Context: an optimization exercise on an open-source flow, tuned for small area. The choices shown serve that exercise and are no tape-out recipe. At most, simulation tests tie the RTL to the original design; equivalence was not proved. No activity file was given, so power comes from the tool's default toggle rates.

==> flow/design.v (excerpt) <==
module exec_core
(
    input  logic        clk,
    input  logic        rst_n,
    input  logic [3:0]  rs1,
    input  logic [3:0]  rs2,
    input  logic [3:0]  rd,
    input  logic [3:0]  alu_op,
    input  logic        use_imm,
    input  logic [31:0] imm,
    input  logic        reg_we,
    input  logic        flags_we,
    input  logic [1:0]  psr_addr,
    output logic [31:0] result,
    output logic [31:0] psr_rdata
);
==> flow/config.mk <==
export PLATFORM = sky130hd
export DESIGN_NAME = exec_core
export DESIGN_NICKNAME = exec_core
export VERILOG_FILES = /design/flow/design.v
export SDC_FILE = /design/flow/constraint.sdc
export NUM_CORES = 4
export LEC_CHECK = 0
export CAP_MARGIN = 0
export CORE_MARGIN = 2
export CORE_UTILIZATION = 50
export CTS_BUF_LIST = sky130_fd_sc_hd__clkbuf_16
export CTS_CLUSTER_DIAMETER = 100
export CTS_CLUSTER_SIZE = 24
export PLACE_DENSITY = 0.75
export SLEW_MARGIN = 0
export SYNTH_HIERARCHICAL = 1
export SYNTH_MINIMUM_KEEP_SIZE = 0
==> flow/constraint.sdc <==
create_clock -name core_clock -period 7.0 [get_ports {clk}]
set_input_delay 1.4000 -clock core_clock [delete_from_list [all_inputs] [get_ports {clk}]]
set_output_delay 1.4000 -clock core_clock [all_outputs]
set_load 0.01 [all_outputs]
run.sh (not shown) runs the stock make flow with config.mk's settings and CLKGATE_MAP_FILE= SYNTH_SCRIPT=/design/flow/synth_recipe.tcl, a recipe that flattens the netlist after the stock synthesis.
Rerun with:
==> flow/flow/run.sh (new file) <==
#!/bin/bash
# Layout flow: the standard ORFS flow (standard.sh) with two changes:
#  - the input and output ports are buffered with sky130_fd_sc_hd__buf_1
#    instead of the default port buffer cell;
#  - after global routing, repair_timing -recover_power downsizes cells on
#    paths that have slack to spare.
# standard.sh's full output goes to standard.log in the work folder; ORFS's
# per-step logs stay under orfs/logs/.
set -euo pipefail
export BUFFER_PORTS_ARGS="-buffer_cell sky130_fd_sc_hd__buf_1"
export RECOVER_POWER=100
bash standard.sh > standard.log 2>&1
==> flow/standard.sh (new file) <==
#!/bin/bash
# synth_recipe.tcl (not shown) runs the flow's synth.tcl, then flattens the netlist and writes it again
# the make line also repeats each setting of config.mk as NAME=value (left out here)
make -C /OpenROAD-flow-scripts/flow DESIGN_CONFIG=/design/flow/config.mk WORK_HOME=/design/flow/orfs CLKGATE_MAP_FILE= SYNTH_SCRIPT=/design/flow/synth_recipe.tcl "${@:-finish}"
--- a/flow/config.mk
+++ b/flow/config.mk
@@ -10 +10 @@
-export CORE_UTILIZATION = 50
+export CORE_UTILIZATION = 40
@@ -14 +14 @@
-export PLACE_DENSITY = 0.75
+export PLACE_DENSITY = 0.6
removed: flow/run.sh
Result: Die area rose by a quarter to a third. Clock-buffer cell count rises by 2. Total power climbs slightly. Wire length increases by a few percent. Fmax rose slightly. Global-route usage decreases by 6.5 points.
Rerun with:
==> flow/run.sh (new file) <==
#!/bin/bash
# synth_recipe.tcl (not shown) runs the flow's synth.tcl, then flattens the netlist and writes it again
# the make line also repeats each setting of config.mk as NAME=value (left out here)
make -C /OpenROAD-flow-scripts/flow DESIGN_CONFIG=/design/flow/config.mk WORK_HOME=/design/flow/orfs CLKGATE_MAP_FILE= SYNTH_SCRIPT=/design/flow/synth_recipe.tcl finish
--- a/flow/config.mk
+++ b/flow/config.mk
@@ -8 +8 @@
-export CAP_MARGIN = 0
+export CAP_MARGIN = 20
@@ -11,3 +10,0 @@
-export CTS_BUF_LIST = sky130_fd_sc_hd__clkbuf_16
-export CTS_CLUSTER_DIAMETER = 100
-export CTS_CLUSTER_SIZE = 24
@@ -15 +12 @@
-export SLEW_MARGIN = 0
+export SLEW_MARGIN = 20
removed: flow/flow/run.sh
removed: flow/standard.sh
=> The new run finished clean. Final area went up by a little under a tenth. Routed wire length climbs slightly. Global-route usage climbs by 0.48 points. Cell count climbs by a few percent. Via count goes up slightly. Non-clock buffer count increases by 38. Sequential cell count stays the same. Register-to-register slack gets better by 0.08 ns. Setup slack gets better by 0.11 ns. Clock-buffer cell count rises by 51. Sequential power barely changes.
No run of this note included a check of the RTL's function; only the layout flow was run.

---

exec_core, a different RTL version from the one above (not shown whole).
For scale: ~2200 cells after synthesis, about 550 flip-flops, about 120 I/O pins, about 25000 µm² of cells after synthesis.
Settings: LEC_CHECK=0, CAP_MARGIN=0, CORE_MARGIN=2, CORE_UTILIZATION=40, CTS_BUF_LIST=sky130_fd_sc_hd__clkbuf_16, CTS_CLUSTER_DIAMETER=100, CTS_CLUSTER_SIZE=24, PLACE_DENSITY=0.6, SLEW_MARGIN=0, SYNTH_HIERARCHICAL=1, SYNTH_MINIMUM_KEEP_SIZE=0; clock period 7.0 ns.
standard.sh (not shown) runs the stock make flow with config.mk's settings and CLKGATE_MAP_FILE= SYNTH_SCRIPT=/design/flow/synth_recipe.tcl, a recipe that flattens the netlist after the stock synthesis.
==> flow/flow/run.sh <==
#!/bin/bash
# Layout flow: the standard ORFS flow (standard.sh) with these changes:
#  - the input and output ports are buffered with sky130_fd_sc_hd__buf_1
#    instead of the default port buffer cell;
#  - the synthesised netlist is not resized before placement (its
#    synthesis buffers are removed instead, REMOVE_ABC_BUFFERS);
#  - after global routing, repair_timing -recover_power downsizes cells on
#    paths that have slack to spare.
# standard.sh's full output goes to standard.log in the work folder; ORFS's
# per-step logs stay under orfs/logs/.
set -euo pipefail
export BUFFER_PORTS_ARGS="-buffer_cell sky130_fd_sc_hd__buf_1"
export RECOVER_POWER=100
export REMOVE_ABC_BUFFERS=1
bash standard.sh > standard.log 2>&1
The first run completed without violations.
Change:
--- a/flow/flow/run.sh
+++ b/flow/flow/run.sh
@@ -7,3 +7,4 @@
 #  - after global routing, repair_timing -recover_power downsizes cells on
-#    paths that have slack to spare.
+#    paths that have slack to spare, and setup timing is then repaired to a
+#    0.1 ns margin (flow/grt_hook.tcl).
 # standard.sh's full output goes to standard.log in the work folder; ORFS's
@@ -14,2 +15,3 @@
 export REMOVE_ABC_BUFFERS=1
+export PRE_GLOBAL_ROUTE_TCL="$PWD/flow/grt_hook.tcl"
 bash standard.sh > standard.log 2>&1
==> flow/flow/grt_hook.tcl (new file) <==
proc ::recover_power_helper { } {
  puts "Power recovery, then setup repair to a 0.1 ns margin"
  report_tns
  report_wns
  log_cmd repair_timing -verbose -recover_power 100
  report_tns
  report_wns
  log_cmd repair_timing -verbose -setup -setup_margin 0.1
  report_tns
  report_wns
}
CTS_CLUSTER_SIZE = 30   (was 24)
GPL_TIMING_DRIVEN = 0   (was not set)
After rerunning:
- The new run stopped in 5_1_grt
- synthesized area is unchanged
- synthesized cell count does not change

---

Starting RTL as in the previous note.
==> flow/config.mk <==
export PLATFORM = sky130hd
export DESIGN_NAME = exec_core
export DESIGN_NICKNAME = exec_core
export VERILOG_FILES = /design/flow/design.v
export SDC_FILE = /design/flow/constraint.sdc
export NUM_CORES = 4
export LEC_CHECK = 0
export CAP_MARGIN = 0
export CORE_MARGIN = 2
export CORE_UTILIZATION = 40
export CTS_BUF_LIST = sky130_fd_sc_hd__clkbuf_8
export CTS_CLUSTER_DIAMETER = 60
export CTS_CLUSTER_SIZE = 16
export PLACE_DENSITY = 0.6
export SLEW_MARGIN = 0
export SYNTH_HIERARCHICAL = 1
export SYNTH_MINIMUM_KEEP_SIZE = 0
==> flow/constraint.sdc <==
create_clock -name core_clock -period 7.0 [get_ports {clk}]
set_input_delay 1.4000 -clock core_clock [delete_from_list [all_inputs] [get_ports {clk}]]
set_output_delay 1.4000 -clock core_clock [all_outputs]
set_load 0.01 [all_outputs]
==> flow/flow/run.sh <==
#!/bin/bash
# Layout flow: the standard ORFS flow (standard.sh) with these changes:
#  - the input and output ports are buffered with sky130_fd_sc_hd__buf_1
#    instead of the default port buffer cell;
#  - the synthesised netlist is not resized before placement (its
#    synthesis buffers are removed instead, REMOVE_ABC_BUFFERS);
#  - after global routing, repair_timing -recover_power downsizes cells on
#    paths that have slack to spare, and setup timing is then repaired to a
#    0.1 ns margin (flow/grt_hook.tcl).
# standard.sh's full output goes to standard.log in the work folder; ORFS's
# per-step logs stay under orfs/logs/.
set -euo pipefail
export BUFFER_PORTS_ARGS="-buffer_cell sky130_fd_sc_hd__buf_1"
export RECOVER_POWER=100
export REMOVE_ABC_BUFFERS=1
export PRE_GLOBAL_ROUTE_TCL="$PWD/flow/grt_hook.tcl"
bash standard.sh > standard.log 2>&1
==> flow/flow/grt_hook.tcl <==
proc ::recover_power_helper { } {
  puts "Power recovery, then setup repair to a 0.1 ns margin"
  report_tns
  report_wns
  log_cmd repair_timing -verbose -recover_power 100
  report_tns
  report_wns
  log_cmd repair_timing -verbose -setup -setup_margin 0.1
  report_tns
  report_wns
}
Change:
Settings changed: CTS_BUF_LIST sky130_fd_sc_hd__clkbuf_8 to sky130_fd_sc_hd__clkbuf_16, CTS_CLUSTER_DIAMETER 60 to 100, CTS_CLUSTER_SIZE 16 to 30.
=>
- The new run completed with no timing, DRC or antenna violations
- core utilization went down by 0.42 points
- clock power falls by about 10%
- setup slack improves by 110 ps
- power came out lower by 3.3%
- wire length shrinks by 0.85%
- sequential share of layout area rose by 0.35 points
- die area does not change
- flip-flop and latch count does not change
- count of clock-buffer cells in the layout fell by 24
- maximum frequency climbs by 1.7%

separate check: timing with driven ports:
Ports are ideal in the flow. The routed layouts listed here were re-timed in OpenROAD. Step 1 assumes that a clkbuf_16 drives the clock port and a buf_2 every other input. Step 2 adds t to the input delays and takes it off the output delays; t is the mean of the earliest and latest rising clock arrival at the registers after step 1. Input paths then give back, and output paths get back, about the clock's delay inside the block. Three values: no drivers, after step 1, after step 2; two values: the first two.
run	shift t [ns]	slack for setup (ns)	slew at the worst register clock pin (ns)	pins driven straight from the clock port
the first run of note 1	0.686	0.160 / 0.187 / -0.499	0.10 / 0.10	1
the second run of note 1	0.682	0.182 / 0.188 / -0.494	0.11 / 0.11	1
the third run of note 1	0.684	0.296 / 0.340 / -0.345	0.07 / 0.07	1
the first run of note 2	0.671	0.154 / 0.194 / -0.477	0.11 / 0.11	1
the first run of note 3	0.733	0.207 / 0.242 / -0.491	0.11 / 0.11	1
the second run of note 3	0.669	0.320 / 0.360 / -0.310	0.12 / 0.12	1
Met with ideal ports but missed after step 2: setup timing in every run listed. The setup slack of the first run of note 3, which loses most, moves by +0.035 ns with the drivers and by -0.698 ns with both steps.
